This design comes from an exercise in tuning for small area on the open sky130 flow, not from production work.
Where RTL was checked, it was by simulation tests only, not by an equivalence proof against the original.
No functional check of the RTL was part of run 2.
Power is estimated from default activity; no workload was simulated.

==> design/flow/design.v <==
`default_nettype none
module axi2uart_top (
   s_axi_arready, s_axi_rdata, s_axi_rresp, s_axi_rvalid,
   s_axi_awready, s_axi_wready, s_axi_bresp, s_axi_bvalid,
   uart_irq, uart_tx,
   clk, rst_n, s_axi_araddr,
   s_axi_arvalid, s_axi_rready, s_axi_awaddr,
   s_axi_awvalid, s_axi_wdata, s_axi_wstrb, s_axi_wvalid,
   s_axi_bready, uart_rx
   );
  input  wire        clk;
  input  wire        rst_n;
  input  wire        uart_rx;
  output wire        uart_tx;
  output wire        uart_irq;
  input  wire [4:0]  s_axi_araddr;
  input  wire        s_axi_arvalid;
  output wire        s_axi_arready;
  output wire [31:0] s_axi_rdata;
  output wire [1:0]  s_axi_rresp;
  output wire        s_axi_rvalid;
  input  wire        s_axi_rready;
  input  wire [4:0]  s_axi_awaddr;
  input  wire        s_axi_awvalid;
  output wire        s_axi_awready;
  input  wire [31:0] s_axi_wdata;
  input  wire [3:0]  s_axi_wstrb;
  input  wire        s_axi_wvalid;
  output wire        s_axi_wready;
  output wire [1:0]  s_axi_bresp;
  output wire        s_axi_bvalid;
  input  wire        s_axi_bready;
  localparam [31:0] DIV_INIT = 32'd434;
  reg init;
  always @(posedge clk, negedge rst_n)
    if (!rst_n) init <= 1'b0;
    else        init <= 1'b1;
  localparam [1:0] WI = 2'd0, WA = 2'd1, WAP = 2'd2, WAD = 2'd3;
  reg  [1:0] wst;
  reg        dlab, stop2, pen, pmode;
  reg        irq_en;
  reg        txrst;        
  reg        avail;        
  reg [31:0] wd_q;         
  reg [31:0] div;          
  wire       wren  = s_axi_awvalid & s_axi_wvalid;
  wire [2:0] waddr = s_axi_awaddr[4:2];
  wire       wack  = (wst != WI);
  wire       widle = (wst == WI) & init;
  wire       tfull;
  always @(posedge clk, negedge rst_n) begin
    if (!rst_n) begin
      wst    <= WI;
      dlab   <= 1'b0;
      stop2  <= 1'b0;
      pen    <= 1'b0;
      pmode  <= 1'b0;
      irq_en <= 1'b1;
      txrst  <= 1'b1;
      avail  <= 1'b1;
    end else begin
      avail <= txrst;
      if (wack) begin
        wst   <= WI;
        txrst <= 1'b0;
      end else if (widle & wren) begin
        case (waddr)
          3'd0: wst <= dlab ? WA : (tfull ? WI : WAP);
          3'd1: begin
            wst <= WA;
            if (!dlab) irq_en <= s_axi_wdata[0];
          end
          3'd2: wst <= dlab ? WAD : WA;
          3'd3: begin
            wst   <= WA;
            dlab  <= s_axi_wdata[7];
            pmode <= s_axi_wdata[4];
            pen   <= s_axi_wdata[3];
            stop2 <= s_axi_wdata[2];
          end
          default: wst <= WA;
        endcase
      end
    end
  end
  always @(posedge clk) begin
    wd_q <= s_axi_wdata;
  end
  always @(posedge clk, negedge rst_n)
    if (!rst_n) div <= DIV_INIT;
    else if (wst == WAD) div <= wd_q;
  assign s_axi_awready = wren & wack;
  assign s_axi_wready  = wren & wack;
  assign s_axi_bvalid  = wren & wack;
  assign s_axi_bresp   = 2'b00;
  reg  [7:0] tmem [0:15];
  reg  [3:0] th, tt;
  reg        tne;
  wire       tpush = (wst == WAP) & ~txrst;
  wire       tpop;
  assign tfull = tne & (th == tt);
  always @(posedge clk)
    if (wst == WAP) tmem[tt] <= wd_q[7:0];
  always @(posedge clk, negedge rst_n) begin
    if (!rst_n) begin
      th  <= 4'd0;
      tt  <= 4'd0;
      tne <= 1'b0;
    end else begin
      if (tpush) tt <= tt + 4'd1;
      if (tpop)  th <= th + 4'd1;
      if (tpush) tne <= 1'b1;
      else if (tpop && (th + 4'd1 == tt)) tne <= 1'b0;
    end
  end
  localparam [2:0] XE = 3'd0, XI = 3'd1, XL = 3'd2, XD = 3'd3, XP = 3'd4, XS = 3'd5;
  reg  [2:0]  xst;
  reg  [31:0] tc;
  reg  [2:0]  tbc;
  reg  [7:0]  td;
  reg         txo;
  reg         pend, pcnt;
  wire        tidle = (xst == XE) | (xst == XI) | (xst == XL);
  wire        tfire = (tc >= div);
  wire        tbit  = td[tbc];
  reg  [7:0]  tout;
  integer ti;
  always @(*) begin
    tout = 8'd0;
    for (ti = 0; ti < 16; ti = ti + 1)
      tout = tout | ({8{th == ti}} & tmem[ti]);
  end
  assign tpop = (xst == XL);
  always @(posedge clk) begin
    tc   <= (tidle | tfire) ? 32'd0 : tc + 32'd1;
    if (tidle)
      tbc <= 3'd0;
    else if (tfire & ((xst == XD) | (xst == XS)))
      tbc <= tbc + 3'd1;
    if (xst == XL) td <= tout;
    pend <= (xst == XD) & tfire & tbit;
    pcnt <= tidle ? 1'b0 : (pcnt ^ pend);
  end
  always @(posedge clk, negedge rst_n) begin
    if (!rst_n) begin
      xst <= XE;
      txo <= 1'b1;
    end else begin
      case (xst)
        XE: xst <= XI;
        XI: if (tne) xst <= XL;
        XL: begin
          xst <= XD;
          txo <= 1'b0;
        end
        XD: if (tfire) begin
          txo <= tbit;
          if (tbc == 3'd7) xst <= pen ? XP : XS;
        end
        XP: if (tfire) begin
          txo <= pmode ? pcnt : ~pcnt;
          xst <= XS;
        end
        XS: if (tfire) begin
          txo <= 1'b1;
          if (stop2 ? (tbc[1:0] == 2'd2) : (tbc[1:0] == 2'd1)) xst <= XE;
        end
        default: xst <= XE;
      endcase
    end
  end
  assign uart_tx = txo;
  localparam [2:0] QI = 3'd0, QV = 3'd1, QS = 3'd2, QD = 3'd3, QP = 3'd4, Q1 = 3'd5, Q2 = 3'd6;
  reg  [2:0]  sync;
  reg  [2:0]  qst;
  reg  [31:0] rc;
  reg  [2:0]  rbc;
  reg  [7:0]  rsh;
  wire        rxb   = sync[2];
  wire        ridle = (qst == QI) | (qst == QV);
  wire [32:0] rc1   = {1'b0, rc} + 33'd1;
  wire        divz  = (div == 32'd0);
  wire        rfire = (rc1 >= {divz, div});    
  always @(posedge clk, negedge rst_n)
    if (!rst_n) sync <= 3'b111;
    else        sync <= {sync[1:0], uart_rx};
  always @(posedge clk) begin
    rc <= ridle ? {1'b0, div[31:1]} : (rfire ? 32'd0 : rc1[31:0]);
    if (ridle)
      rbc <= 3'd0;
    else if ((qst == QD) & rfire)
      rbc <= rbc + 3'd1;
    if ((qst == QD) & rfire) rsh <= {rxb, rsh[7:1]};
  end
  always @(posedge clk, negedge rst_n) begin
    if (!rst_n)
      qst <= QI;
    else begin
      case (qst)
        QI, QV: qst <= rxb ? QI : QS;
        QS: if (rfire) qst <= QD;
        QD: if (rfire && rbc == 3'd7) qst <= pen ? QP : Q1;
        QP: if (rfire) qst <= Q1;
        Q1: if (rfire) qst <= stop2 ? Q2 : QV;
        Q2: if (rfire) qst <= QV;
        default: qst <= QI;
      endcase
    end
  end
  reg  [7:0] rmem [0:15];
  reg  [3:0] rh, rt;
  reg        rne;
  wire       rfull = rne & (rh == rt);
  wire       rpush = (qst == QV);
  wire       rpull;
  reg  [7:0] rout;
  integer ri;
  always @(*) begin
    rout = 8'd0;
    for (ri = 0; ri < 16; ri = ri + 1)
      rout = rout | ({8{rne && rh == ri}} & rmem[ri]);
  end
  always @(posedge clk)
    if (rpush & (rpull | ~rfull)) rmem[rt] <= rsh;
  always @(posedge clk, negedge rst_n) begin
    if (!rst_n) begin
      rh  <= 4'd0;
      rt  <= 4'd0;
      rne <= 1'b0;
    end else begin
      if (rpush) rt <= rt + 4'd1;
      if ((rpull & rne) | (rpush & rfull)) rh <= rh + 4'd1;
      if (rpush) rne <= 1'b1;
      else if (rpull & rne & (rh + 4'd1 == rt)) rne <= 1'b0;
    end
  end
  assign uart_irq = rne & irq_en;
  localparam [2:0] R0 = 3'd0, R1 = 3'd1, RI = 3'd2, RHP = 3'd3, RHN = 3'd4, RAP = 3'd5, RAN = 3'd6, RAD = 3'd7;
  reg  [2:0] rdst;
  reg  [7:0] rd;
  wire [2:0] raddr = s_axi_araddr[4:2];
  wire       rhold = (rdst == RHP) | (rdst == RHN) | (rdst == RAP) | (rdst == RAN);
  assign rpull = (rdst == RHP) | (rdst == RAP);
  always @(posedge clk, negedge rst_n) begin
    if (!rst_n) begin
      rdst <= R0;
      rd   <= 8'd0;
    end else begin
      case (rdst)
        R0: begin
          rd   <= 8'd0;
          rdst <= R1;
        end
        R1: rdst <= RI;
        RI: begin
          if (s_axi_arvalid) begin
            case (raddr)
              3'd0: begin
                if (!dlab) begin
                  rd   <= rout;
                  rdst <= RHP;
                end else
                  rdst <= RHN;
              end
              3'd5: begin
                rd   <= {1'b0, avail, avail, 4'd0, rne & irq_en};
                rdst <= RHN;
              end
              default: rdst <= RAD;
            endcase
          end else
            rdst <= R0;
        end
        RHP: if (s_axi_rready) rdst <= RAP;
        RHN: if (s_axi_rready) rdst <= RAN;
        default: rdst <= RI;
      endcase
    end
  end
  assign s_axi_rdata   = {24'd0, rd};
  assign s_axi_rresp   = 2'b00;
  assign s_axi_rvalid  = rhold;
  assign s_axi_arready = s_axi_arvalid & rhold;
endmodule
`default_nettype wire
==> design/flow/flow/run.sh <==
#!/bin/bash
# Standard ORFS layout with three changes to how it is made:
#  - ABC maps the logic with an area-oriented script (flow/abc_area.script);
#    the registers come from the same Yosys steps as the standard synthesis;
#  - CTS inserts no dummy loads;
#  - port buffers start as buf_1 (the resizer may upsize them).
set -euo pipefail
here=$PWD
rm -rf "$here/scripts"
cp -r "$FLOW_HOME/scripts" "$here/scripts"
cp "$here/flow/abc_area.script" "$here/scripts/abc_speed.script"
bash standard.sh SCRIPTS_DIR="$here/scripts" synth > "$here/log_synth.log" 2>&1
bash standard.sh SCRIPTS_DIR="$here/scripts" \
  CTS_ARGS="-sink_clustering_enable -repair_clock_nets -sink_clustering_size 20 -sink_clustering_max_diameter 60 -buf_list sky130_fd_sc_hd__clkbuf_8 -dont_use_dummy_load" \
  BUFFER_PORTS_ARGS="-buffer_cell sky130_fd_sc_hd__buf_1" \
  finish > "$here/log_layout.log" 2>&1
==> design/flow/flow/abc_area.script <==
&get -n
&st
&syn2
&dch -f
&nf -a
&put
topo
==> design/flow/standard.sh <==
#!/bin/bash
# synth_recipe.tcl (not shown) runs the flow's synth.tcl, then flattens the netlist and writes it again
# the make line also repeats each setting of config.mk as NAME=value (left out here)
make -C /OpenROAD-flow-scripts/flow DESIGN_CONFIG=/design/flow/config.mk WORK_HOME=/design/flow/orfs CLKGATE_MAP_FILE= SYNTH_SCRIPT=/design/flow/synth_recipe.tcl "${@:-finish}"
==> design/flow/config.mk <==
export PLATFORM = sky130hd
export DESIGN_NAME = axi2uart_top
export DESIGN_NICKNAME = axi2uart_top
export VERILOG_FILES = /design/flow/design.v
export SDC_FILE = /design/flow/constraint.sdc
export NUM_CORES = 4
export LEC_CHECK = 0
export CAP_MARGIN = 20
export CORE_MARGIN = 2
export CORE_UTILIZATION = 60
export CTS_BUF_LIST = sky130_fd_sc_hd__clkbuf_8
export CTS_CLUSTER_DIAMETER = 60
export CTS_CLUSTER_SIZE = 20
export SLEW_MARGIN = 20
==> design/flow/constraint.sdc <==
create_clock -name core_clock -period 10.0 [get_ports {clk}]
set_input_delay 2.0000 -clock core_clock [delete_from_list [all_inputs] [get_ports {clk}]]
set_output_delay 2.0000 -clock core_clock [all_outputs]
set_load 0.01 [all_outputs]
==> impl_metrics.yaml, run 1 <==
logic_synthesis:
  synthArstFlopShare: 0.177
  post-synth-top-area-cell: "sky130_fd_sc_hd__edfxtp_1"
  leading_post_synthesis_cells_by_cell_area: "sky130_fd_sc_hd__edfxtp_1 (43%), sky130_fd_sc_hd__dfxtp_1 (11%), sky130_fd_sc_hd__dfrtp_1 (9.1%)"
  synth_cell_type_count: 54
  synth_flop_cell: "sky130_fd_sc_hd__edfxtp_1"
  postSynthCellCount: 1461
  synth_sequential_area_ratio: 0.648
  synth.ff_latch_count: 457
  synth_area_um2: 19000
  synth_top_cell_area_share: 0.430
  syn-mean-instance-area_um2: 13.0
  synthesis.yosys.warnings: 1
  number_of_enable_flip_flop_cells_after_synthesis: 272
drt:
  post_detailed_route_drc_marker_count: 0
  route.final.wire_length_mm: 40.2
  routed-via-count: 11900
  antenna_left: 0
  route.detailed.wl_per_inst_um: 20.5
  viasPerCell: 6.03
  initialDrtViolationCount: 1089
  drt_pre_antenna_iters: 8
timing:
  setup_slack_ns: 5.54
  max_freq_mhz: 224
  slew_viols_final: 0
  rsz0062_at_grt: "false"
  worst_clock_skew_ns: 0.0481
  final_tns_setup_ns: 0
  timing.slew.headroom: 0.327
  hold_viol_final: 0
  period_share: 0.446
  period_needed_ns: 4.46
  setup-violations-final: 0
  worstMarginPinSlew_ns: 1.00
final_layout:
  final_common_cell: "sky130_fd_sc_hd__edfxtp_1"
  layout.area.seq_um2: 12300
  layout_common_cells: "sky130_fd_sc_hd__edfxtp_1 (272), sky130_fd_sc_hd__nor2_1 (135), sky130_fd_sc_hd__dfxtp_1 (104), sky130_fd_sc_hd__nand2_1 (93), sky130_fd_sc_hd__ha_1 (87)"
  multi_input_comb_area_um2: 6380
  drive_above_1_share: 0.0448
  post_synthesis_to_final_layout_area_growth_pct: 6.39
  antenna_cells_inserted: 0
  fillers: 2445
  fin_nets: 1707
clock_tree:
  clkLatencyLatePin_ns: 0.57
  post_cts.resized_instances: 0
  path_clk_slew_ns: 0.11
  clock_tree.htree_level_count: 2
  cts_buffer_depth: 3
  cts_hold_buf: 0
  postCtsSetupBuffers: 0
  clockRootBuffer: "sky130_fd_sc_hd__clkbuf_8"
  cts_tree: "done"
  cts_inserted_buffers: 36
  cts_num_sinks: 457
floorplanning:
  core.rowCount: 65
  core_region_area_um2: 31300
  die_height_um: 182
  die-area_um2: 33100
  floorplan.io_pins: 97
  die_width_um: 182
  floorplan.initialDensity: 0.606
global_route:
  grt_start_max_net_pins: 66
  global_route_wire_length_before_repair_mm: 62.9
  global_route.overflow_total: 0
  grt_usage: 0.246
  initial_antenna_violation_count: 1
  grt_pass1_vias: 11500
setup_path:
  kind_of_end_point_of_the_critical_path: "output pin"
  rr_worst_depth: 17
  worst-setup-path-type: "in2out"
  worstReg2RegStart: "rc[9]"
  timing.rr.end: "rbc[2]"
  cp_data_required_time_ns: 8.00
  critPathMaxFanout: 3
  critPathLaunchType: "input port"
  reg2reg_slack_ns: 5.69
  endpoint_arrival_time_on_the_critical_path_ns: 2.46
run:
  max_cap_viol_count: 0
worst_hold_path:
  worst_hold_startpoint: "sync[1]"
  holdPathEnd: "sync[2]"
  worst_hold_path_type: "reg2reg"
  holdPathStages: 0
place:
  dpl.hpwl_mm: 28.1
  post-place-ws_ns: 5.54
  place.gp.congestion: 0.842
  quantity_of_i_o_buffers_inserted_on_ports: 59
power:
  power_per_cell_area_nw_per_um2: 234
  power.ir.vdd_worst_v: 0.000136
  cellLeakagePower_nw: 7.35
  total_power_mw: 4.73
run_status:
  outcome: "finished clean"
-- cell usage after synthesis, types with 29 or more instances --
cell type and n:
sky130_fd_sc_hd__a21oi_1 75, sky130_fd_sc_hd__a222oi_1 48, sky130_fd_sc_hd__a22o_1 48, sky130_fd_sc_hd__and2_0 34
sky130_fd_sc_hd__buf_4 30, sky130_fd_sc_hd__clkinv_1 55, sky130_fd_sc_hd__dfrtp_1 69, sky130_fd_sc_hd__dfxtp_1 104
sky130_fd_sc_hd__edfxtp_1 272, sky130_fd_sc_hd__ha_1 87, sky130_fd_sc_hd__nand2_1 94, sky130_fd_sc_hd__nand3_1 39
sky130_fd_sc_hd__nand4_1 46, sky130_fd_sc_hd__nor2_1 137, sky130_fd_sc_hd__nor3_1 30, sky130_fd_sc_hd__o21ai_0 29
sky130_fd_sc_hd__xnor2_1 45, sky130_fd_sc_hd__xor2_1 37
-- flip-flops by register name (all words and copies together) (netlist names), 4 cells and up --
name  flops
rmem    128
tmem    128
div      32
rc       32
tc       32
wd_q     32
rd        8
rsh       8
td        8
rh        4
rt        4
th        4
tt        4
-- report_power, final --
| part | switching [mW] | internal (mW) |
|---|---|---|
| clock | 0.553 | 0.325 |
| sequential | 0.224 | 2.24 |
| combinational | 0.875 | 0.516 |
-- layer usage --
metal	share of wire	up-vias	track usage
li1	-	5711	-
met1	0.46	5776	0.351
met2	0.47	325	0.402
met3	0.058	48	0.0407
met4	0.018	2	0.0533
met5	0.00040	-	0
-- cell type report --
| cell class | count | area share |
|---|---|---|
| flip-flops and latches | 457 | 0.609 |
| inverters | 55 | 0.0102 |
| clock buffers | 36 | 0.0245 |
| multi-input cells | 946 | 0.316 |
| repair buffers | 70 | 0.0152 |
| well taps | 402 | 0.0249 |
-- critical path: stages --
cell,delay [ns]
sky130_fd_sc_hd__buf_1,0.09
sky130_fd_sc_hd__nand2_1,0.05
sky130_fd_sc_hd__nor2_1,0.14
sky130_fd_sc_hd__buf_1,0.17
-- stage by stage --
stage	util	cell area, um2	cells	hold slack [ns]
floorplan	-	19100	1488	0.345
global placement	0.628	19700	1929	0.346
detailed placement	0.628	19700	1929	0.352
CTS	0.644	20200	1965	0.333
global route	0.645	20200	1966	0.334
finish	0.645	20200	1966	0.328
-- cell families after synthesis --
family / share of synthesized area
DFF: 0.648
adders and majority gates: 0.0574
AOI/OAI and AO/OA: 0.109
and+or+nand+nor: 0.117
xor gates and xnor gates: 0.0378
other: 0.000396
buffers and inverters: 0.0227
muxes: 0.00758
-- worst max path at each step --
stage,from,endpoint
after floorplan,s_axi_awvalid,s_axi_bvalid
after global placement,s_axi_awvalid,s_axi_awready
after detailed placement,s_axi_awvalid,s_axi_wready
after CTS,s_axi_awvalid,s_axi_wready
after global routing,rc[9],rbc[2]
final,s_axi_awvalid,s_axi_bvalid
==> inputs of run 2 (changes only) <==
--- a/design/flow/design.v
+++ b/design/flow/design.v
@@ -122,5 +122,13 @@
   reg         pend, pcnt;
   wire        tidle = (xst == XE) | (xst == XI) | (xst == XL);
-  wire        tfire = (tc >= div);
+  wire [32:0] tge;
+  assign tge[0] = 1'b1;
+  genvar gi;
+  generate
+    for (gi = 0; gi < 32; gi = gi + 1) begin : g_tge
+      assign tge[gi+1] = (tc[gi] & ~div[gi]) | ((tc[gi] | ~div[gi]) & tge[gi]);
+    end
+  endgenerate
+  wire        tfire = tge[32];
   wire        tbit  = td[tbc];
   reg  [7:0]  tout;
@@ -181,5 +189,13 @@
   wire [32:0] rc1   = {1'b0, rc} + 33'd1;
   wire        divz  = (div == 32'd0);
-  wire        rfire = (rc1 >= {divz, div});    
+  wire [32:0] rgb = {divz, div};
+  wire [33:0] rge;
+  assign rge[0] = 1'b1;
+  generate
+    for (gi = 0; gi < 33; gi = gi + 1) begin : g_rge
+      assign rge[gi+1] = (rc1[gi] & ~rgb[gi]) | ((rc1[gi] | ~rgb[gi]) & rge[gi]);
+    end
+  endgenerate
+  wire        rfire = rge[33];
   always @(posedge clk, negedge rst_n)
     if (!rst_n) sync <= 3'b111;
==> impl_metrics.yaml, run 2 <==
run_status:
  outcome: "finished clean"
floorplanning:
  floorplan.initialDensity: 0.605
  floorplan.io_pins: 97
  die-area_um2: 32000
  die_width_um: 179
  core.rowCount: 64
  die_height_um: 179
  core_region_area_um2: 30300
final_layout:
  finish.cell_count_without_fillers: 1897
  drive_above_1_share: 0.0473
  antenna_cells_inserted: 0
  fillers: 2367
  layout.cell_area.non_filler_um2: 19600
  post_synthesis_to_final_layout_area_growth_pct: 6.63
  final_common_cell: "sky130_fd_sc_hd__edfxtp_1"
  layout_common_cells: "sky130_fd_sc_hd__edfxtp_1 (272), sky130_fd_sc_hd__nand2_1 (129), sky130_fd_sc_hd__dfxtp_1 (104), sky130_fd_sc_hd__nor2_1 (103), sky130_fd_sc_hd__dfrtp_1 (69)"
  layout_top_registers: "rmem: 128 flops, tmem: 128 flops"
  fin_nets: 1579
setup_path:
  reg2reg_slack_ns: 4.42
  endpoint: "xst[0]"
  timing.rr.end: "xst[0]"
  critPathLaunchType: "register"
  kind_of_end_point_of_the_critical_path: "register"
  critPathMaxFanout: 10
  worstReg2RegStart: "div[0]"
  rr_worst_depth: 21
  cp_data_required_time_ns: 10.41
  endpoint_arrival_time_on_the_critical_path_ns: 5.99
  cp-startpoint: "div[0]"
  worst-setup-path-type: "reg2reg"
drt:
  initialDrtViolationCount: 1132
  antenna_left: 0
  viasPerCell: 6.15
  drt_pre_antenna_iters: 10
  routed-via-count: 11700
  route.final.wire_length_mm: 40.2
  route.detailed.wl_per_inst_um: 21.2
  post_detailed_route_drc_marker_count: 0
power:
  clock_power_share: 0.195
  comb_power_share: 0.263
  power.ir.vdd_worst_v: 0.000138
  internal_mw: 2.96
  cellLeakagePower_nw: 6.74
  seqPwrFrac: 0.542
  p_sw_frac: 0.341
  power_per_cell_area_nw_per_um2: 229
  switching_power_mw: 1.53
clock_tree:
  cts_hold_buf: 0
  clockRootBuffer: "sky130_fd_sc_hd__clkbuf_8"
  clock_tree.htree_level_count: 2
  clkLatencyLatePin_ns: 0.56
  cts_num_sinks: 457
  cts_tree: "done"
  cts_inserted_buffers: 36
  post_cts.resized_instances: 0
  postCtsSetupBuffers: 0
  path_clk_slew_ns: 0.11
  cts_buffer_depth: 3
logic_synthesis:
  synth_flop_cell: "sky130_fd_sc_hd__edfxtp_1"
  syn-mean-instance-area_um2: 13.2
  synth_area_um2: 18400
  post-synth-top-area-cell: "sky130_fd_sc_hd__edfxtp_1"
  synth_commonest_cells: "sky130_fd_sc_hd__edfxtp_1 (272), sky130_fd_sc_hd__nand2_1 (131), sky130_fd_sc_hd__nor2_1 (106), sky130_fd_sc_hd__dfxtp_1 (104), sky130_fd_sc_hd__dfrtp_1 (69)"
  synthesis.yosys.warnings: 1
  synthArstFlopShare: 0.177
  synth_top_cell_area_share: 0.445
  number_of_enable_flip_flop_cells_after_synthesis: 272
  leading_post_synthesis_cells_by_cell_area: "sky130_fd_sc_hd__edfxtp_1 (44%), sky130_fd_sc_hd__dfxtp_1 (11%), sky130_fd_sc_hd__dfrtp_1 (9.4%)"
  synth_most_common_cell: "sky130_fd_sc_hd__edfxtp_1"
  synth_sequential_area_ratio: 0.669
  synth_cell_type_count: 54
  synth.ff_latch_count: 457
  postSynthCellCount: 1396
place:
  place.gp.congestion: 0.831
  placed_area_um2: 19100
  dpl.hpwl_mm: 26.9
  quantity_of_i_o_buffers_inserted_on_ports: 59
  dp_cells: 1861
global_route:
  global_route.overflow_total: 0
  grt_start_max_net_pins: 65
  initial_antenna_violation_count: 1
  grt_pass1_vias: 11000
  grt_usage: 0.254
  global_route_wire_length_before_repair_mm: 61.6
timing:
  rsz0062_at_grt: "false"
  worst_clock_skew_ns: 0.0522
  hold_viol_final: 0
  period_share: 0.558
  final_tns_setup_ns: 0
  period_needed_ns: 5.58
  slew_viols_final: 0
  max_freq_mhz: 179
  worstMarginPinSlew_ns: 1.02
  timing.slew.headroom: 0.318
  final.hold.worst_slack_ns: 0.369
  setup-violations-final: 0
run:
  max_cap_viol_count: 0
worst_hold_path:
  worst_hold_path_type: "reg2reg"
==> run 2: cell types whose count changed after synthesis, sizes merged, moves of 8 or more <==
cell and change:
nor2 -31, ha -65, nand2 +37, mux2 +24
a21oi -41, clkinv -8, o31ai +31, a22o -20
and3 -10, nand4 -19, o22ai +16
==> run 2: worst min path at each step <==
stage / to / startpoint / depth (start not counted) / slack [ns]
after floorplan: sync[1] / sync[0] / 0 / 0.35
after global placement: sync[2] / sync[1] / 0 / 0.35
after detailed placement: sync[2] / sync[1] / 0 / 0.36
after CTS: sync[2] / sync[1] / 0 / 0.37
after global routing: sync[2] / sync[1] / 0 / 0.38
final: sync[2] / sync[1] / 0 / 0.37
==> run 2: layout make-up <==
type | count | area, um2 | area share
Clock buffer | 36 | 495 | 0.0253
Inverter | 47 | 176 | 0.00901
Multi-Input combinational cell | 889 | 5800 | 0.296
Sequential cell | 457 | 12300 | 0.628
Tap cell | 396 | 495 | 0.0253
Timing Repair Buffer | 72 | 323 | 0.0165
==> run 2: per-layer routing <==
layer / vias to the layer above / track usage / share of wire
li1: 5480 / - / -
met1: 5723 / 0.379 / 0.46
met2: 407 / 0.389 / 0.45
met3: 54 / 0.0464 / 0.078
met4: 0 / 0.0633 / 0.020
met5: - / 0 / 0
==> run 2: per-stage QoR <==
stage | power [mW] | utilization | setup WS, ns
detailed placement | 3.64 | 0.629 | 4.40
global placement | 3.62 | 0.629 | 3.99
floorplan | 3.19 | - | 5.23
finish | 4.49 | 0.645 | 4.42
CTS | 4.51 | 0.645 | 4.36
global route | 4.72 | 0.645 | 3.87
==> run 2: kinds of logic after synthesis <==
kind of cell | share of synthesized area
flops | 0.669
compound gates | 0.117
buf+inv | 0.0219
simple gates | 0.114
mux | 0.0215
fa+ha+maj | 0.0155
other cells | 0.000409
xor+xnor | 0.0405
==> run 2: power by group through the flow <==
| stage | Combinational [mW] | Sequential [mW] | Clock, mW |
|---|---|---|---|
| 3_5_place_dp | 1.17 | 2.47 | 0 |
| 6_report | 1.18 | 2.43 | 0.873 |
| 2_1_floorplan | 0.793 | 2.40 | 0 |
| 5_1_grt | 1.30 | 2.46 | 0.964 |
| 4_1_cts | 1.18 | 2.43 | 0.901 |
| 3_3_place_gp | 1.16 | 2.46 | 0 |
==> run 2: critical path: stages, from the launching register on <==
cell and delay [ns]:
sky130_fd_sc_hd__dfrtp_1 0.43, sky130_fd_sc_hd__nor2b_1 0.14, sky130_fd_sc_hd__a221oi_1 0.25, sky130_fd_sc_hd__o221ai_1 0.16, sky130_fd_sc_hd__a222oi_1 0.31, sky130_fd_sc_hd__o221ai_1 0.18
sky130_fd_sc_hd__a222oi_1 0.35, sky130_fd_sc_hd__o221ai_1 0.18, sky130_fd_sc_hd__a222oi_1 0.32, sky130_fd_sc_hd__o221ai_1 0.19, sky130_fd_sc_hd__a222oi_1 0.35, sky130_fd_sc_hd__o221ai_1 0.19
sky130_fd_sc_hd__a222oi_1 0.34, sky130_fd_sc_hd__o221ai_1 0.19, sky130_fd_sc_hd__a222oi_1 0.33, sky130_fd_sc_hd__o221ai_1 0.18, sky130_fd_sc_hd__a222oi_1 0.31, sky130_fd_sc_hd__o2bb2ai_1 0.13
sky130_fd_sc_hd__buf_4 0.20, sky130_fd_sc_hd__a21oi_1 0.15, sky130_fd_sc_hd__o21ai_0 0.18, sky130_fd_sc_hd__o31a_1 0.33
==> inputs of run 3 (changes only) <==
--- a/design/flow/design.v
+++ b/design/flow/design.v
@@ -114,5 +114,5 @@
     end
   end
-  localparam [2:0] XE = 3'd0, XI = 3'd1, XL = 3'd2, XD = 3'd3, XP = 3'd4, XS = 3'd5;
+  localparam [2:0] XE = 3'd0, XI = 3'd1, XL = 3'd2, XD = 3'd4, XP = 3'd5, XS = 3'd6;
   reg  [2:0]  xst;
   reg  [31:0] tc;
@@ -121,5 +121,5 @@
   reg         txo;
   reg         pend, pcnt;
-  wire        tidle = (xst == XE) | (xst == XI) | (xst == XL);
+  wire        tidle = ~xst[2];
   wire [32:0] tge;
   assign tge[0] = 1'b1;
@@ -252,10 +252,10 @@
   end
   assign uart_irq = rne & irq_en;
-  localparam [2:0] R0 = 3'd0, R1 = 3'd1, RI = 3'd2, RHP = 3'd3, RHN = 3'd4, RAP = 3'd5, RAN = 3'd6, RAD = 3'd7;
+  localparam [2:0] R0 = 3'd0, R1 = 3'd1, RI = 3'd2, RAD = 3'd3, RHP = 3'd4, RHN = 3'd5, RAP = 3'd6, RAN = 3'd7;
   reg  [2:0] rdst;
   reg  [7:0] rd;
   wire [2:0] raddr = s_axi_araddr[4:2];
-  wire       rhold = (rdst == RHP) | (rdst == RHN) | (rdst == RAP) | (rdst == RAN);
-  assign rpull = (rdst == RHP) | (rdst == RAP);
+  wire       rhold = rdst[2];
+  assign rpull = rdst[2] & ~rdst[0];
   always @(posedge clk, negedge rst_n) begin
     if (!rst_n) begin
==> impl_metrics.yaml, run 3 <==
clock_tree:
  clock_tree.htree_level_count: 2
  path_clk_slew_ns: 0.11
  cts_num_sinks: 457
  cts_buffer_depth: 3
  post_cts.resized_instances: 0
  cts_hold_buf: 0
  cts_inserted_buffers: 35
  postCtsSetupBuffers: 0
  cts_tree: "done"
  clockRootBuffer: "sky130_fd_sc_hd__clkbuf_8"
  clkLatencyLatePin_ns: 0.57
logic_synthesis:
  synthesis.yosys.warnings: 1
  synth_sequential_area_ratio: 0.675
  synth_flop_cell: "sky130_fd_sc_hd__edfxtp_1"
  synth_top_cell_area_share: 0.448
  leading_post_synthesis_cells_by_cell_area: "sky130_fd_sc_hd__edfxtp_1 (45%), sky130_fd_sc_hd__dfxtp_1 (11%), sky130_fd_sc_hd__dfrtp_1 (9.5%)"
  synth_most_common_cell: "sky130_fd_sc_hd__edfxtp_1"
  synthArstFlopShare: 0.177
  post-synth-top-area-cell: "sky130_fd_sc_hd__edfxtp_1"
  postSynthCellCount: 1380
  synth_cell_type_count: 53
  synth.ff_latch_count: 457
  synth_area_um2: 18200
  synth_commonest_cells: "sky130_fd_sc_hd__edfxtp_1 (272), sky130_fd_sc_hd__nand2_1 (124), sky130_fd_sc_hd__nor2_1 (118), sky130_fd_sc_hd__dfxtp_1 (104), sky130_fd_sc_hd__dfrtp_1 (69)"
  syn-mean-instance-area_um2: 13.2
  number_of_enable_flip_flop_cells_after_synthesis: 272
final_layout:
  final_common_cell: "sky130_fd_sc_hd__edfxtp_1"
  fin_nets: 1564
  layout_top_registers: "rmem: 128 flops, tmem: 128 flops"
  post_synthesis_to_final_layout_area_growth_pct: 6.68
  antenna_cells_inserted: 0
  layout.cell_area.non_filler_um2: 19400
  drive_above_1_share: 0.0485
  layout_common_cells: "sky130_fd_sc_hd__edfxtp_1 (272), sky130_fd_sc_hd__nand2_1 (123), sky130_fd_sc_hd__nor2_1 (117), sky130_fd_sc_hd__dfxtp_1 (104), sky130_fd_sc_hd__dfrtp_1 (69)"
floorplanning:
  die_width_um: 178
  die_height_um: 178
  core.rowCount: 63
  floorplan.io_pins: 97
  floorplan.initialDensity: 0.611
  core_region_area_um2: 29800
  die-area_um2: 31800
timing:
  worstMarginPinSlew_ns: 1.10
  worst_clock_skew_ns: 0.0549
  timing.slew.headroom: 0.262
  final_tns_setup_ns: 0
  rsz0062_at_grt: "false"
  period_needed_ns: 5.55
  period_share: 0.555
  slew_viols_final: 0
  setup-violations-final: 0
  max_freq_mhz: 180
  hold_viol_final: 0
setup_path:
  rr_worst_depth: 23
  critPathLaunchType: "register"
  kind_of_end_point_of_the_critical_path: "register"
  path_cells: "clkinv_1, a2bb2oi_1, a222oi_1, o2bb2ai_1, maj3_1, a21oi_1, or2_0, a222oi_1, o221ai_1, a222oi_1, o221ai_1, a222oi_1, o221ai_1, a222oi_1, o221ai_1, a222oi_1, o221ai_1, a222oi_1, o221ai_1, nand2_1, nand2_1, buf_4, nor3_1"
  crit_path_largest_cell_delay_ns: 0.58
  crit_family: "compound AO/OA/AOI/OAI gates"
  cp_common_cell: "sky130_fd_sc_hd__a222oi_1"
  crit_buf_inv: 2
  critical_path_cell_count: 23
  worst_path_max_delay_cell: "sky130_fd_sc_hd__dfstp_2"
  endpoint_arrival_time_on_the_critical_path_ns: 6.01
  critPathMaxFanout: 31
  cp_data_required_time_ns: 10.46
  worst-setup-path-type: "reg2reg"
drt:
  route.final.wire_length_mm: 38.2
  antenna_left: 0
  initialDrtViolationCount: 1176
  post_detailed_route_drc_marker_count: 0
  viasPerCell: 6.05
  route.detailed.wl_per_inst_um: 20.4
  drt_pre_antenna_iters: 6
  routed-via-count: 11400
run:
  max_cap_viol_count: 0
place:
  placed_area_um2: 18900
  quantity_of_i_o_buffers_inserted_on_ports: 59
  dpl.hpwl_mm: 25.9
  place.gp.congestion: 0.851
run_status:
  outcome: "finished clean"
worst_hold_path:
  holdPathStages: 0
  worst_hold_path_type: "reg2reg"
global_route:
  grt_usage: 0.248
  grt_pass1_vias: 10800
  grt_start_max_net_pins: 69
  global_route.overflow_total: 0
  initial_antenna_violation_count: 1
  global_route_wire_length_before_repair_mm: 59.9
power:
  power_per_cell_area_nw_per_um2: 220
  power.ir.vdd_worst_v: 0.000140
  cellLeakagePower_nw: 6.72
run 3: layer usage:
| layer | track usage | part of all wire | vias to the layer above |
|---|---|---|---|
| met3 | 0.0296 | 0.062 | 56 |
| met2 | 0.406 | 0.48 | 363 |
| met5 | 0 | 0 | - |
| li1 | - | - | 5407 |
| met1 | 0.355 | 0.44 | 5531 |
| met4 | 0.0691 | 0.024 | 0 |
run 3: report_power, final:
part           switching [mW]  total, mW  internal (mW)
Sequential              0.197       2.38           2.18
Combinational           0.653       1.04          0.386
Clock                   0.542      0.859          0.316
run 3: metrics by stage:
step / hold slack (ns) / setup slack (ns) / std cells / total power [mW] / utilization
CTS: 0.364 / 4.36 / 1875 / 4.30 / 0.652
floorplan: 0.345 / 4.72 / 1407 / 3.07 / -
detailed placement: 0.349 / 4.42 / 1840 / 3.46 / 0.636
finish: 0.364 / 4.45 / 1876 / 4.28 / 0.652
global route: 0.373 / 3.97 / 1876 / 4.51 / 0.652
global placement: 0.346 / 4.39 / 1839 / 3.44 / 0.635
run 3: area by class of cell:
class	instances	area [um2]
flip-flops and latches	457	12300
clock buffers	35	482
inverters	48	180
well taps	390	488
fillers	2269	10400
multi-input cells	872	5650
repair buffers	74	335
run 3: kinds of logic (layout without fill, tap and decap cells):
| group | Yosys count | count (layout) | synth area share |
|---|---|---|---|
| flip-flops | 457 | 457 | 0.675 |
| AO/OA/AOI/OAI | 276 | 276 | 0.116 |
| AND/OR/NAND/NOR | 432 | 432 | 0.113 |
| adder cells (fa/ha/maj) | 24 | 24 | 0.0162 |
| XOR/XNOR | 87 | 87 | 0.0418 |
| buffers and inverters | 78 | 157 | 0.0223 |
| multiplexers | 24 | 24 | 0.0158 |
| other | 2 | 29 | 0.000412 |
run 3: worst paths after layout:
| path | start | end | slack (ns) |
|---|---|---|---|
| worst max-delay path | div[1] | tc[3] | 4.45 |
| worst min register to register | sync[1] | sync[2] | 0.36 |
| worst max register to register | div[1] | tc[3] | 4.45 |
| min in group asynchronous | rst_n | rdst[2] | 1.32 |
| worst min-delay path | sync[1] | sync[2] | 0.36 |
| max in group asynchronous | rst_n | qst[1] | 7.49 |
==> inputs of run 4 (changes only) <==
--- a/design/flow/design.v
+++ b/design/flow/design.v
@@ -132,4 +132,14 @@
   wire        tfire = tge[32];
   wire        tbit  = td[tbc];
+  wire [32:0] tcy;
+  wire [31:0] tinc;
+  assign tcy[0] = 1'b1;
+  genvar hi;
+  generate
+    for (hi = 0; hi < 32; hi = hi + 1) begin : g_tinc
+      assign tinc[hi]  = tc[hi] ^ tcy[hi];
+      assign tcy[hi+1] = tc[hi] & tcy[hi];
+    end
+  endgenerate
   reg  [7:0]  tout;
   integer ti;
@@ -141,5 +151,5 @@
   assign tpop = (xst == XL);
   always @(posedge clk) begin
-    tc   <= (tidle | tfire) ? 32'd0 : tc + 32'd1;
+    tc   <= (tidle | tfire) ? 32'd0 : tinc;
     if (tidle)
       tbc <= 3'd0;
@@ -187,5 +197,14 @@
   wire        rxb   = sync[2];
   wire        ridle = (qst == QI) | (qst == QV);
-  wire [32:0] rc1   = {1'b0, rc} + 33'd1;
+  wire [32:0] rcy;
+  wire [32:0] rc1;
+  assign rcy[0] = 1'b1;
+  generate
+    for (hi = 0; hi < 32; hi = hi + 1) begin : g_rinc
+      assign rc1[hi]   = rc[hi] ^ rcy[hi];
+      assign rcy[hi+1] = rc[hi] & rcy[hi];
+    end
+  endgenerate
+  assign rc1[32] = rcy[32];
   wire        divz  = (div == 32'd0);
   wire [32:0] rgb = {divz, div};
==> impl_metrics.yaml, run 4 <==
final_layout:
  antenna_cells_inserted: 0
  final_common_cell: "sky130_fd_sc_hd__edfxtp_1"
  final_util: 0.650
  post_synthesis_to_final_layout_area_growth_pct: 6.49
  drive_above_1_share: 0.0460
  layout_top_registers: "rmem: 128 flops, tmem: 128 flops"
  fin_nets: 1572
  layout.cell_area.non_filler_um2: 19300
  layout_common_cells: "sky130_fd_sc_hd__edfxtp_1 (272), sky130_fd_sc_hd__nand2_1 (105), sky130_fd_sc_hd__dfxtp_1 (104), sky130_fd_sc_hd__nor2_1 (92), sky130_fd_sc_hd__ha_1 (81)"
  fillers: 2273
power:
  power_per_cell_area_nw_per_um2: 227
  total_power_mw: 4.39
  power.ir.vdd_worst_v: 0.000126
  cellLeakagePower_nw: 7.26
setup_path:
  cp_common_cell: "sky130_fd_sc_hd__ha_1"
  critPathLaunchType: "register"
  cp_data_required_time_ns: 10.16
  critPathMaxFanout: 37
  crit_path_largest_cell_delay_ns: 0.60
  kind_of_end_point_of_the_critical_path: "register"
  endpoint_arrival_time_on_the_critical_path_ns: 8.30
  worst-setup-path-type: "reg2reg"
  worst_path_max_delay_cell: "sky130_fd_sc_hd__and2_0"
clock_tree:
  post_cts.resized_instances: 0
  path_clk_slew_ns: 0.10
  clockRootBuffer: "sky130_fd_sc_hd__clkbuf_8"
  cts_hold_buf: 0
  cts_tree: "done"
  cts_buffer_depth: 3
  cts_num_sinks: 457
  postCtsSetupBuffers: 0
  clock_tree.htree_level_count: 2
  clkLatencyLatePin_ns: 0.58
  cts_inserted_buffers: 36
place:
  placed_area_um2: 18800
  dpl.hpwl_mm: 25.7
  quantity_of_i_o_buffers_inserted_on_ports: 59
  place.gp.congestion: 0.848
global_route:
  initial_antenna_violation_count: 0
  global_route_wire_length_before_repair_mm: 59.4
  grt_pass1_vias: 10800
  grt_usage: 0.246
  global_route.overflow_total: 0
  grt_start_max_net_pins: 59
timing:
  setup-violations-final: 0
  worst_clock_skew_ns: 0.0592
  final_tns_setup_ns: 0
  period_share: 0.814
  worstMarginPinSlew_ns: 0.983
  hold_viol_final: 0
  rsz0062_at_grt: "false"
  period_needed_ns: 8.14
  max_freq_mhz: 123
  slew_viols_final: 0
  timing.slew.headroom: 0.345
logic_synthesis:
  synth_flop_cell: "sky130_fd_sc_hd__edfxtp_1"
  post-synth-top-area-cell: "sky130_fd_sc_hd__edfxtp_1"
  synth.ff_latch_count: 457
  synth_sequential_area_ratio: 0.678
  synthesis.yosys.warnings: 1
  synth_top_cell_area_share: 0.450
  postSynthCellCount: 1334
  synth_cell_type_count: 53
  synth_commonest_cells: "sky130_fd_sc_hd__edfxtp_1 (272), sky130_fd_sc_hd__nand2_1 (106), sky130_fd_sc_hd__dfxtp_1 (104), sky130_fd_sc_hd__nor2_1 (92), sky130_fd_sc_hd__ha_1 (81)"
  synth_area_um2: 18100
  synthArstFlopShare: 0.177
  number_of_enable_flip_flop_cells_after_synthesis: 272
  leading_post_synthesis_cells_by_cell_area: "sky130_fd_sc_hd__edfxtp_1 (45%), sky130_fd_sc_hd__dfxtp_1 (11%), sky130_fd_sc_hd__dfrtp_1 (9.5%)"
  syn-mean-instance-area_um2: 13.6
  synth_most_common_cell: "sky130_fd_sc_hd__edfxtp_1"
floorplanning:
  die_width_um: 178
  core_region_area_um2: 29700
  floorplan.io_pins: 97
  die_height_um: 178
  die-area_um2: 31600
  core.rowCount: 63
  floorplan.initialDensity: 0.610
drt:
  route.detailed.wl_per_inst_um: 20.7
  viasPerCell: 6.07
  route.final.wire_length_mm: 37.8
  post_detailed_route_drc_marker_count: 0
  drt_pre_antenna_iters: 9
  initialDrtViolationCount: 1105
  routed-via-count: 11100
  antenna_left: 0
run:
  max_cap_viol_count: 0
run_status:
  outcome: "finished clean"
worst_hold_path:
  worst_hold_path_type: "reg2reg"
==> run 4: kinds of logic (layout without fill, tap and decap cells) <==
logic type,Yosys count,count (layout),share of synthesized area
DFF,457,457,0.678
and+or+nand+nor,370,370,0.0987
AOI/OAI and AO/OA,286,286,0.116
buffers and inverters,91,165,0.0250
adders and majority gates,81,81,0.0559
xor gates and xnor gates,27,27,0.0130
muxes,20,20,0.0134
other,2,29,0.000414
==> run 4: path summary, 6_finish.rpt <==
kind	from	endpoint	slack, ns	depth (start not counted)
min in group asynchronous	rst_n	rd[0]	1.38	1
max in group asynchronous	rst_n	div[28]	7.49	2
min reg2reg	sync[1]	sync[2]	0.34	0
max	rc[0]	rsh[7]	1.86	37
max reg2reg	rc[0]	rsh[7]	1.86	37
min	sync[1]	sync[2]	0.34	0
==> run 4: metal layers <==
metal / vias up / wire (um) / track usage
li1: 5269 / - / -
met1: 5414 / 16700 / 0.343
met2: 325 / 17600 / 0.399
met3: 65 / 2470 / 0.0446
met4: 0 / 1010 / 0.0710
met5: - / 0 / 0
==> run 4: cell type report <==
class / instances / area (um2) / share of cell area
Clock buffer: 36 / 495 / 0.0257
Inverter: 61 / 229 / 0.0119
Multi-Input combinational cell: 813 / 5510 / 0.286
Timing Repair Buffer: 68 / 293 / 0.0152
Sequential cell: 457 / 12300 / 0.637
Tap cell: 390 / 488 / 0.0253
==> run 4: power by group <==
part	total, mW	internal [mW]	switching, mW
Sequential	2.39	2.19	0.192
Combinational	1.13	0.409	0.724
Clock	0.869	0.325	0.544
Total	4.39	2.93	1.46
==> run 4: worst max-delay path: cells and delay by family (launching register included) <==
family,cells,cell delay [ns]
flip-flops,1,0.35
AO/OA/AOI/OAI,2,0.51
adder cells (fa/ha/maj),31,5.70
buffers and inverters,2,0.43
AND/OR/NAND/NOR,2,0.75
==> run 4: through the flow <==
stage	hold WS (ns)	instances	worst slack [ns]
floorplan	0.345	1361	1.82
global placement	0.348	1789	1.87
detailed placement	0.352	1789	1.82
CTS	0.335	1825	1.74
global route	0.355	1825	1.30
finish	0.335	1825	1.86
==> inputs of run 5 (changes only) <==
--- a/design/flow/flow/run.sh
+++ b/design/flow/flow/run.sh
@@ -13,4 +13,5 @@
 bash standard.sh SCRIPTS_DIR="$here/scripts" \
   CTS_ARGS="-sink_clustering_enable -repair_clock_nets -sink_clustering_size 20 -sink_clustering_max_diameter 60 -buf_list sky130_fd_sc_hd__clkbuf_8 -dont_use_dummy_load" \
+  SKIP_REPAIR_TIE_FANOUT=1 \
   BUFFER_PORTS_ARGS="-buffer_cell sky130_fd_sc_hd__buf_1" \
   finish > "$here/log_layout.log" 2>&1
==> impl_metrics.yaml, run 5 <==
run_status:
  outcome: "finished clean"
logic_synthesis:
  synth_sequential_area_ratio: 0.678
  number_of_enable_flip_flop_cells_after_synthesis: 272
  leading_post_synthesis_cells_by_cell_area: "sky130_fd_sc_hd__edfxtp_1 (45%), sky130_fd_sc_hd__dfxtp_1 (11%), sky130_fd_sc_hd__dfrtp_1 (9.5%)"
  synth_cell_type_count: 53
  synth_area_um2: 18100
  postSynthCellCount: 1334
  syn-mean-instance-area_um2: 13.6
  post-synth-top-area-cell: "sky130_fd_sc_hd__edfxtp_1"
  synth.ff_latch_count: 457
  synth_top_cell_area_share: 0.450
  synth_most_common_cell: "sky130_fd_sc_hd__edfxtp_1"
  synthesis.yosys.warnings: 1
  synthArstFlopShare: 0.177
  synth_flop_cell: "sky130_fd_sc_hd__edfxtp_1"
  synth_commonest_cells: "sky130_fd_sc_hd__edfxtp_1 (272), sky130_fd_sc_hd__nand2_1 (106), sky130_fd_sc_hd__dfxtp_1 (104), sky130_fd_sc_hd__nor2_1 (92), sky130_fd_sc_hd__ha_1 (81)"
setup_path:
  critPathMaxFanout: 37
  crit_buf_inv: 2
  critPathLaunchType: "register"
  reg2reg_slack_ns: 1.84
  worst_path_max_delay_cell: "sky130_fd_sc_hd__and2_0"
  cp_data_required_time_ns: 10.18
  timing.rr.end: "rsh[4]"
  crit_family: "adder cells"
  endpoint_arrival_time_on_the_critical_path_ns: 8.34
  cp_common_cell: "sky130_fd_sc_hd__ha_1"
  worstReg2RegStart: "rc[0]"
  crit_path_largest_cell_delay_ns: 0.57
  worst-setup-path-type: "reg2reg"
  kind_of_end_point_of_the_critical_path: "register"
  rr_worst_depth: 36
clock_tree:
  postCtsSetupBuffers: 0
  cts_hold_buf: 0
  path_clk_slew_ns: 0.09
  clkLatencyLatePin_ns: 0.57
  cts_inserted_buffers: 34
  cts_num_sinks: 457
  clock_tree.htree_level_count: 2
  clockRootBuffer: "sky130_fd_sc_hd__clkbuf_8"
  post_cts.resized_instances: 0
  cts_tree: "done"
  cts_buffer_depth: 3
drt:
  route.final.wire_length_mm: 37.8
  top_layer: "met4"
  post_detailed_route_drc_marker_count: 0
  drt_pre_antenna_iters: 6
  route.detailed.wl_per_inst_um: 21.0
  wl_met2_mm: 17.3
  met1Wirelength_mm: 16.9
  wl_met3_mm: 2.98
  routed-via-count: 11100
  viasPerCell: 6.19
  initialDrtViolationCount: 1096
  antenna_left: 0
floorplanning:
  floorplan.initialDensity: 0.610
  core.rowCount: 63
  core_region_area_um2: 29700
  die-area_um2: 31600
  die_width_um: 178
  floorplan.io_pins: 97
  die_height_um: 178
power:
  seqPwrFrac: 0.544
  p_sw_frac: 0.335
  clock_power_share: 0.194
  comb_power_share: 0.261
  cellLeakagePower_nw: 7.16
  internal_mw: 2.91
  switching_power_mw: 1.47
  power.ir.vdd_worst_v: 0.000122
  power_per_cell_area_nw_per_um2: 228
global_route:
  global_route.overflow_total: 0
  grt_pass1_vias: 10500
  initial_antenna_violation_count: 0
  grt_usage: 0.244
  global_route_wire_length_before_repair_mm: 59.0
  grt_start_max_net_pins: 59
final_layout:
  fillers: 2259
  fin_nets: 1544
  antenna_cells_inserted: 0
  layout.cell_area.non_filler_um2: 19200
  layout_top_registers: "rmem: 128 flops, tmem: 128 flops"
  post_synthesis_to_final_layout_area_growth_pct: 5.78
  final_util: 0.646
  drive_above_1_share: 0.0448
  layout_common_cells: "sky130_fd_sc_hd__edfxtp_1 (272), sky130_fd_sc_hd__nand2_1 (105), sky130_fd_sc_hd__dfxtp_1 (104), sky130_fd_sc_hd__nor2_1 (92), sky130_fd_sc_hd__ha_1 (81)"
  finish.cell_count_without_fillers: 1797
  final_common_cell: "sky130_fd_sc_hd__edfxtp_1"
timing:
  period_share: 0.816
  timing.slew.headroom: 0.330
  final_tns_setup_ns: 0
  rsz0062_at_grt: "false"
  period_needed_ns: 8.16
  worstMarginPinSlew_ns: 1.00
  setup_slack_ns: 1.84
  max_freq_mhz: 123
  worst_clock_skew_ns: 0.0553
  setup-violations-final: 0
  slew_viols_final: 0
  hold_viol_final: 0
worst_hold_path:
  worst_hold_path_type: "reg2reg"
  holdPathEnd: "sync[2]"
  worst_hold_startpoint: "sync[1]"
  holdPathStages: 0
run:
  max_cap_viol_count: 0
place:
  quantity_of_i_o_buffers_inserted_on_ports: 59
  dp_cells: 1763
  post-place-ws_ns: 1.81
  dpl.hpwl_mm: 25.4
  place.gp.congestion: 0.868
  placed_area_um2: 18700
[run 5: cell counts after synthesis]
Identical to the previous run, type by type.
[run 5: area by class of cell]
class / count / area, um2 / share of cell area
timing repair buffer: 69 / 300 / 0.0157
clock buffer: 34 / 468 / 0.0244
sequential: 457 / 12300 / 0.641
multi-input combinational: 786 / 5410 / 0.282
tap: 390 / 488 / 0.0254
inverter: 61 / 229 / 0.0119
[run 5: stage by stage]
stage / power [mW] / hold WS (ns)
final: 4.38 / 0.360
after global routing: 4.61 / 0.365
after CTS: 4.39 / 0.361
after detailed placement: 3.56 / 0.349
after global placement: 3.54 / 0.347
after floorplan: 3.13 / 0.345
[run 5: worst register-to-register path, delay by kind of cell, from the launching register on]
| kind | cells | cell delay, ns |
|---|---|---|
| and+or+nand+nor | 2 | 0.72 |
| buffers and inverters | 2 | 0.44 |
| DFF | 1 | 0.34 |
| adders and majority gates | 29 | 5.42 |
| AOI/OAI and AO/OA | 3 | 0.88 |
[run 5: power by group through the flow]
stage	combinational (mW)	clock, mW	sequential, mW
after floorplan	0.772	0	2.36
after global placement	1.12	0	2.42
after detailed placement	1.14	0	2.42
after CTS	1.14	0.868	2.38
after global routing	1.27	0.935	2.41
final	1.14	0.850	2.38
[run 5: how the worst max path moves through the flow]
stage / startpoint / endpoint / slack (ns) / cells after the start
final: rc[0] / rsh[4] / 1.84 / 36
after global routing: rc[0] / rbc[1] / 1.31 / 38
after CTS: rc[0] / rsh[4] / 1.77 / 37
after detailed placement: rc[0] / rsh[6] / 1.81 / 37
after global placement: rc[0] / rsh[0] / 1.91 / 37
after floorplan: rc[0] / rsh[0] / 1.82 / 36
[run 5: per-layer routing]
layer / vias to the layer above / global-route usage
met5: - / 0
met4: 0 / 0.0591
met3: 53 / 0.0328
met2: 378 / 0.382
met1: 5451 / 0.366
li1: 5233 / -
[run 5: kinds of logic (layout without fill, tap and decap cells)]
family / Yosys count / count (layout) / synth area share
xor+xnor: 27 / 27 / 0.0130
compound gates: 286 / 286 / 0.116
other cells: 2 / 2 / 0.000414
flops: 457 / 457 / 0.678
simple gates: 370 / 370 / 0.0987
buf+inv: 91 / 164 / 0.0250
mux: 20 / 20 / 0.0134
fa+ha+maj: 81 / 81 / 0.0559
==> inputs of run 6 (changes only) <==
--- a/design/flow/flow/run.sh
+++ b/design/flow/flow/run.sh
@@ -12,6 +12,5 @@
 bash standard.sh SCRIPTS_DIR="$here/scripts" synth > "$here/log_synth.log" 2>&1
 bash standard.sh SCRIPTS_DIR="$here/scripts" \
-  CTS_ARGS="-sink_clustering_enable -repair_clock_nets -sink_clustering_size 20 -sink_clustering_max_diameter 60 -buf_list sky130_fd_sc_hd__clkbuf_8 -dont_use_dummy_load" \
-  SKIP_REPAIR_TIE_FANOUT=1 \
+  CTS_ARGS="-sink_clustering_enable -repair_clock_nets -sink_clustering_size 10 -sink_clustering_max_diameter 40 -buf_list sky130_fd_sc_hd__clkbuf_4 -dont_use_dummy_load" \
   BUFFER_PORTS_ARGS="-buffer_cell sky130_fd_sc_hd__buf_1" \
   finish > "$here/log_layout.log" 2>&1
==> impl_metrics.yaml, run 6 <==
run_status:
  outcome: "finished clean"
setup_path:
  kind_of_end_point_of_the_critical_path: "register"
  critPathLaunchType: "register"
  cp_common_cell: "sky130_fd_sc_hd__ha_1"
  cp_data_required_time_ns: 10.35
  critPathMaxFanout: 37
  endpoint_arrival_time_on_the_critical_path_ns: 8.45
  worst-setup-path-type: "reg2reg"
  worst_path_max_delay_cell: "sky130_fd_sc_hd__and2_0"
  crit_path_largest_cell_delay_ns: 0.60
  reg2reg_slack_ns: 1.90
timing:
  rsz0062_at_grt: "false"
  slew_viols_final: 0
  timing.slew.headroom: 0.339
  period_share: 0.810
  setup-violations-final: 0
  worst_clock_skew_ns: 0.0528
  period_needed_ns: 8.10
  max_freq_mhz: 123
  final_tns_setup_ns: 0
  hold_viol_final: 0
  worstMarginPinSlew_ns: 0.988
power:
  cellLeakagePower_nw: 7.26
  comb_power_share: 0.261
  internal_mw: 2.86
  p_sw_frac: 0.338
  power.ir.vdd_worst_v: 0.000134
  switching_power_mw: 1.46
  seqPwrFrac: 0.551
  power_per_cell_area_nw_per_um2: 225
  clock_power_share: 0.187
  total_power_mw: 4.33
place:
  dpl.hpwl_mm: 25.7
  place.gp.congestion: 0.848
  quantity_of_i_o_buffers_inserted_on_ports: 59
logic_synthesis:
  synth_flop_cell: "sky130_fd_sc_hd__edfxtp_1"
  post-synth-top-area-cell: "sky130_fd_sc_hd__edfxtp_1"
  syn-mean-instance-area_um2: 13.6
  synth_sequential_area_ratio: 0.678
  synth_top_cell_area_share: 0.450
  synth_commonest_cells: "sky130_fd_sc_hd__edfxtp_1 (272), sky130_fd_sc_hd__nand2_1 (106), sky130_fd_sc_hd__dfxtp_1 (104), sky130_fd_sc_hd__nor2_1 (92), sky130_fd_sc_hd__ha_1 (81)"
  synthArstFlopShare: 0.177
  synth_cell_type_count: 53
  synth.ff_latch_count: 457
  synthesis.yosys.warnings: 1
  synth_area_um2: 18100
  number_of_enable_flip_flop_cells_after_synthesis: 272
  postSynthCellCount: 1334
  synth_most_common_cell: "sky130_fd_sc_hd__edfxtp_1"
  leading_post_synthesis_cells_by_cell_area: "sky130_fd_sc_hd__edfxtp_1 (45%), sky130_fd_sc_hd__dfxtp_1 (11%), sky130_fd_sc_hd__dfrtp_1 (9.5%)"
drt:
  initialDrtViolationCount: 947
  post_detailed_route_drc_marker_count: 0
  drt_pre_antenna_iters: 6
  route.detailed.wl_per_inst_um: 20.6
  route.final.wire_length_mm: 38.1
  viasPerCell: 6.05
  antenna_left: 0
  routed-via-count: 11200
final_layout:
  final_common_cell: "sky130_fd_sc_hd__edfxtp_1"
  layout_common_cells: "sky130_fd_sc_hd__edfxtp_1 (272), sky130_fd_sc_hd__nand2_1 (105), sky130_fd_sc_hd__dfxtp_1 (104), sky130_fd_sc_hd__nor2_1 (92), sky130_fd_sc_hd__ha_1 (81)"
  fin_nets: 1593
  layout_top_registers: "rmem: 128 flops, tmem: 128 flops"
  drive_above_1_share: 0.0598
  post_synthesis_to_final_layout_area_growth_pct: 6.13
floorplanning:
  floorplan.io_pins: 97
  die_width_um: 178
  die_height_um: 178
  die-area_um2: 31600
  core_region_area_um2: 29700
  core.rowCount: 63
  floorplan.initialDensity: 0.610
global_route:
  initial_antenna_violation_count: 1
  global_route_wire_length_before_repair_mm: 60.0
  grt_pass1_vias: 10900
  global_route.overflow_total: 0
  grt_start_max_net_pins: 59
  grt_usage: 0.248
worst_hold_path:
  worst_hold_path_type: "reg2reg"
clock_tree:
  clockRootBuffer: "sky130_fd_sc_hd__clkbuf_4"
  cts_num_sinks: 457
  clock_tree.htree_level_count: 2
  cts_tree: "done"
  clkLatencyLatePin_ns: 0.71
  cts_inserted_buffers: 57
  path_clk_slew_ns: 0.10
  cts_hold_buf: 0
  postCtsSetupBuffers: 0
  post_cts.resized_instances: 0
  cts_buffer_depth: 3
run:
  max_cap_viol_count: 0
==> run 6: changes by cell type in the layout (fill, tap and decap cells not counted) <==
cell,change
sky130_fd_sc_hd__conb_1,+27
sky130_fd_sc_hd__clkbuf_4,+57
sky130_fd_sc_hd__dfrtp_2,+1
sky130_fd_sc_hd__nor3_1,-1
sky130_fd_sc_hd__dfrtp_1,-1
sky130_fd_sc_hd__nor3_2,+1
sky130_fd_sc_hd__buf_4,-1
sky130_fd_sc_hd__clkbuf_8,-34
sky130_fd_sc_hd__diode_2,+1
==> run 6: final timing paths <==
| kind | start | endpoint | cells past startpoint |
|---|---|---|---|
| min in group asynchronous | rst_n | rd[2] | 1 |
| worst max register to register | rc[0] | rsh[2] | 37 |
| worst min-delay path | sync[1] | sync[2] | 0 |
| max in group asynchronous | rst_n | div[18] | 2 |
| worst min register to register | sync[1] | sync[2] | 0 |
| worst max-delay path | rc[0] | rsh[2] | 37 |
==> run 6: cells by family (layout without fill, tap and decap cells) <==
logic type	Yosys count	count (layout)	share of synthesized area
flops	457	457	0.678
simple gates	370	370	0.0987
compound gates	286	286	0.116
buf+inv	91	186	0.0250
fa+ha+maj	81	81	0.0559
xor+xnor	27	27	0.0130
mux	20	20	0.0134
other cells	2	30	0.000414
==> run 6: worst max-delay path: cells and delay by family (launching register included) <==
kind / cells / cell delay [ns]
fa+ha+maj: 31 / 5.71
simple gates: 2 / 0.75
flops: 1 / 0.35
buf+inv: 2 / 0.44
compound gates: 2 / 0.52
==> run 6: metrics by stage <==
stage	instance area [um2]	worst slack, ns	utilization	cells	hold WS (ns)
3_5_place_dp	18800	1.82	0.633	1789	0.352
4_1_cts	19200	1.81	0.647	1846	0.371
5_1_grt	19200	1.37	0.648	1847	0.374
2_1_floorplan	18200	1.82	-	1361	0.345
6_report	19200	1.90	0.648	1847	0.369
3_3_place_gp	18800	1.87	0.632	1789	0.348
==> run 6: layout make-up <==
class,instances,area (um2)
Sequential cell,457,12300
Tap cell,390,488
Multi-Input combinational cell,813,5510
Timing Repair Buffer,68,293
Antenna cell,1,2.50
Clock buffer,57,428
Fill cell,2304,10500
Inverter,61,229
==> run 6: power by group through the flow <==
stage	clock [mW]	combinational [mW]	sequential, mW
2_1_floorplan	0	0.772	2.36
3_3_place_gp	0	1.11	2.42
3_5_place_dp	0	1.13	2.43
4_1_cts	0.839	1.13	2.38
5_1_grt	0.910	1.26	2.41
6_report	0.810	1.13	2.39
==> run 6: metal layers <==
metal | vias up | track usage | wire length [um]
met2 | 357 | 0.403 | 17900
met1 | 5422 | 0.345 | 16800
met4 | 0 | 0.0690 | 836
met3 | 53 | 0.0480 | 2600
li1 | 5339 | - | -
met5 | - | 0 | 0
==> inputs of run 7 (changes only) <==
--- a/design/flow/flow/run.sh
+++ b/design/flow/flow/run.sh
@@ -12,5 +12,5 @@
 bash standard.sh SCRIPTS_DIR="$here/scripts" synth > "$here/log_synth.log" 2>&1
 bash standard.sh SCRIPTS_DIR="$here/scripts" \
-  CTS_ARGS="-sink_clustering_enable -repair_clock_nets -sink_clustering_size 10 -sink_clustering_max_diameter 40 -buf_list sky130_fd_sc_hd__clkbuf_4 -dont_use_dummy_load" \
+  CTS_ARGS="-sink_clustering_enable -repair_clock_nets -sink_clustering_size 24 -sink_clustering_max_diameter 50 -buf_list sky130_fd_sc_hd__clkbuf_8 -dont_use_dummy_load" \
   BUFFER_PORTS_ARGS="-buffer_cell sky130_fd_sc_hd__buf_1" \
   finish > "$here/log_layout.log" 2>&1
==> impl_metrics.yaml, run 7 <==
logic_synthesis:
  leading_post_synthesis_cells_by_cell_area: "sky130_fd_sc_hd__edfxtp_1 (45%), sky130_fd_sc_hd__dfxtp_1 (11%), sky130_fd_sc_hd__dfrtp_1 (9.5%)"
  post_synth_mux_area_share: 0.0134
  post-synth-top-area-cell: "sky130_fd_sc_hd__edfxtp_1"
  synth_top_cell_area_share: 0.450
  synthesis.yosys.warnings: 1
  synth_most_common_cell: "sky130_fd_sc_hd__edfxtp_1"
  synth_flop_cell: "sky130_fd_sc_hd__edfxtp_1"
  synth_sequential_area_ratio: 0.678
  synth-compound-area-share: 0.116
  synthArstFlopShare: 0.177
  number_of_enable_flip_flop_cells_after_synthesis: 272
  syn-mean-instance-area_um2: 13.6
  synth_cell_type_count: 53
  synth_xor_area_frac: 0.0130
  synth_commonest_cells: "sky130_fd_sc_hd__edfxtp_1 (272), sky130_fd_sc_hd__nand2_1 (106), sky130_fd_sc_hd__dfxtp_1 (104), sky130_fd_sc_hd__nor2_1 (92), sky130_fd_sc_hd__ha_1 (81)"
  synthAdderAreaFrac: 0.0559
  synth-simple-area-share: 0.0987
  postSynthCellCount: 1334
  synth_top_family_by_area: "compound AO/OA/AOI/OAI gates"
  synth.ff_latch_count: 457
  synth_area_um2: 18100
clock_tree:
  post_cts.resized_instances: 0
  cts_tree: "done"
  postCtsSetupBuffers: 0
  path_clk_slew_ns: 0.09
  cts_hold_buf: 0
  clockRootBuffer: "sky130_fd_sc_hd__clkbuf_8"
  clkLatencyLatePin_ns: 0.56
  cts_num_sinks: 457
  cts_inserted_buffers: 38
  clock_tree.htree_level_count: 2
  cts_buffer_depth: 3
final_layout:
  antenna_cells_inserted: 0
  layout_common_cells: "sky130_fd_sc_hd__edfxtp_1 (272), sky130_fd_sc_hd__nand2_1 (105), sky130_fd_sc_hd__dfxtp_1 (104), sky130_fd_sc_hd__nor2_1 (92), sky130_fd_sc_hd__ha_1 (81)"
  drive_above_1_share: 0.0473
  final_common_cell: "sky130_fd_sc_hd__edfxtp_1"
  final_util: 0.651
  fin_nets: 1574
  layout_top_registers: "rmem: 128 flops, tmem: 128 flops"
  post_synthesis_to_final_layout_area_growth_pct: 6.64
setup_path:
  kind_of_end_point_of_the_critical_path: "register"
  cp_common_cell: "sky130_fd_sc_hd__ha_1"
  critPathMaxFanout: 37
  endpoint_arrival_time_on_the_critical_path_ns: 8.29
  critPathLaunchType: "register"
  worst_path_max_delay_cell: "sky130_fd_sc_hd__and2_0"
  cp_data_required_time_ns: 10.19
  worst-setup-path-type: "reg2reg"
  crit_path_largest_cell_delay_ns: 0.62
timing:
  timing.slew.headroom: 0.347
  hold_viol_final: 0
  final_tns_setup_ns: 0
  setup-violations-final: 0
  worst_clock_skew_ns: 0.0446
  worstMarginPinSlew_ns: 0.979
  period_share: 0.810
  period_needed_ns: 8.10
  max_freq_mhz: 123
  rsz0062_at_grt: "false"
  slew_viols_final: 0
place:
  place.gp.congestion: 0.848
  dpl.hpwl_mm: 25.7
  quantity_of_i_o_buffers_inserted_on_ports: 59
power:
  cellLeakagePower_nw: 7.28
  power.ir.vdd_worst_v: 0.000119
  power_per_cell_area_nw_per_um2: 228
global_route:
  global_route_wire_length_before_repair_mm: 59.3
  global_route.overflow_total: 0
  grt_usage: 0.246
  grt_start_max_net_pins: 59
  grt_pass1_vias: 10800
  initial_antenna_violation_count: 0
run_status:
  outcome: "finished clean"
floorplanning:
  floorplan.io_pins: 97
  core_region_area_um2: 29700
  core.rowCount: 63
  die_height_um: 178
  die_width_um: 178
  floorplan.initialDensity: 0.610
  die-area_um2: 31600
run:
  max_cap_viol_count: 0
drt:
  antenna_left: 0
  route.detailed.wl_per_inst_um: 20.7
  post_detailed_route_drc_marker_count: 0
  route.final.wire_length_mm: 37.8
  viasPerCell: 6.09
  drt_pre_antenna_iters: 8
  initialDrtViolationCount: 956
  routed-via-count: 11100
worst_hold_path:
  worst_hold_path_type: "reg2reg"
[run 7: cells by family (layout without fill, tap and decap cells)]
logic type,count (synthesis),after routing
muxes,20,20
buffers and inverters,91,167
xor gates and xnor gates,27,27
DFF,457,457
and+or+nand+nor,370,370
adders and majority gates,81,81
other,2,29
AOI/OAI and AO/OA,286,286
[run 7: power breakdown]
| group | total (mW) | internal, mW | switching [mW] |
|---|---|---|---|
| combinational | 1.13 | 0.409 | 0.720 |
| clock | 0.888 | 0.342 | 0.546 |
| sequential | 2.39 | 2.19 | 0.192 |
[run 7: path summary, 6_finish.rpt]
check / from / endpoint / slack [ns] / cells past startpoint
worst max-delay path: rc[0] / rsh[0] / 1.90 / 37
worst min-delay path: sync[0] / sync[1] / 0.36 / 0
worst max register to register: rc[0] / rsh[0] / 1.90 / 37
worst min register to register: sync[0] / sync[1] / 0.36 / 0
max in group asynchronous: rst_n / xst[2] / 7.47 / 2
min in group asynchronous: rst_n / rd[0] / 1.36 / 1
[run 7: metal layers]
layer  track usage  vias up  wire [um]
li1              -     5272          -
met1         0.347     5457      16800
met2         0.400      346      17700
met3        0.0418       50       2470
met4        0.0635        0        814
met5             0        -          0
[run 7: critical path: cells and delay by family, from the launching register on]
| family | cells | cell delay (ns) |
|---|---|---|
| compound gates | 2 | 0.51 |
| fa+ha+maj | 31 | 5.69 |
| buf+inv | 2 | 0.43 |
| flops | 1 | 0.34 |
| simple gates | 2 | 0.77 |
[run 7: final cells by class]
type | instances | area [um2]
fill | 2251 | 10400
multi-input combinational | 813 | 5510
sequential | 457 | 12300
timing repair buffer | 68 | 293
inverter | 61 | 229
tap | 390 | 488
clock buffer | 38 | 523
[run 7: metrics by stage]
stage	hold WS [ns]	power [mW]	cell area, um2	std cells	setup slack (ns)
6_report	0.364	4.40	19300	1827	1.90
4_1_cts	0.369	4.43	19300	1827	1.80
2_1_floorplan	0.345	3.13	18200	1361	1.82
3_3_place_gp	0.348	3.53	18800	1789	1.87
3_5_place_dp	0.352	3.56	18800	1789	1.82
5_1_grt	0.368	4.65	19300	1827	1.36

Check on run 7: ideal ports give 1.896 ns setup slack; a clkbuf_16 on the clock port and buf_2 on the inputs give 1.896 ns; moving port delays by the midpoint clock arrival (0.587 ns) as well gives 1.896 ns.
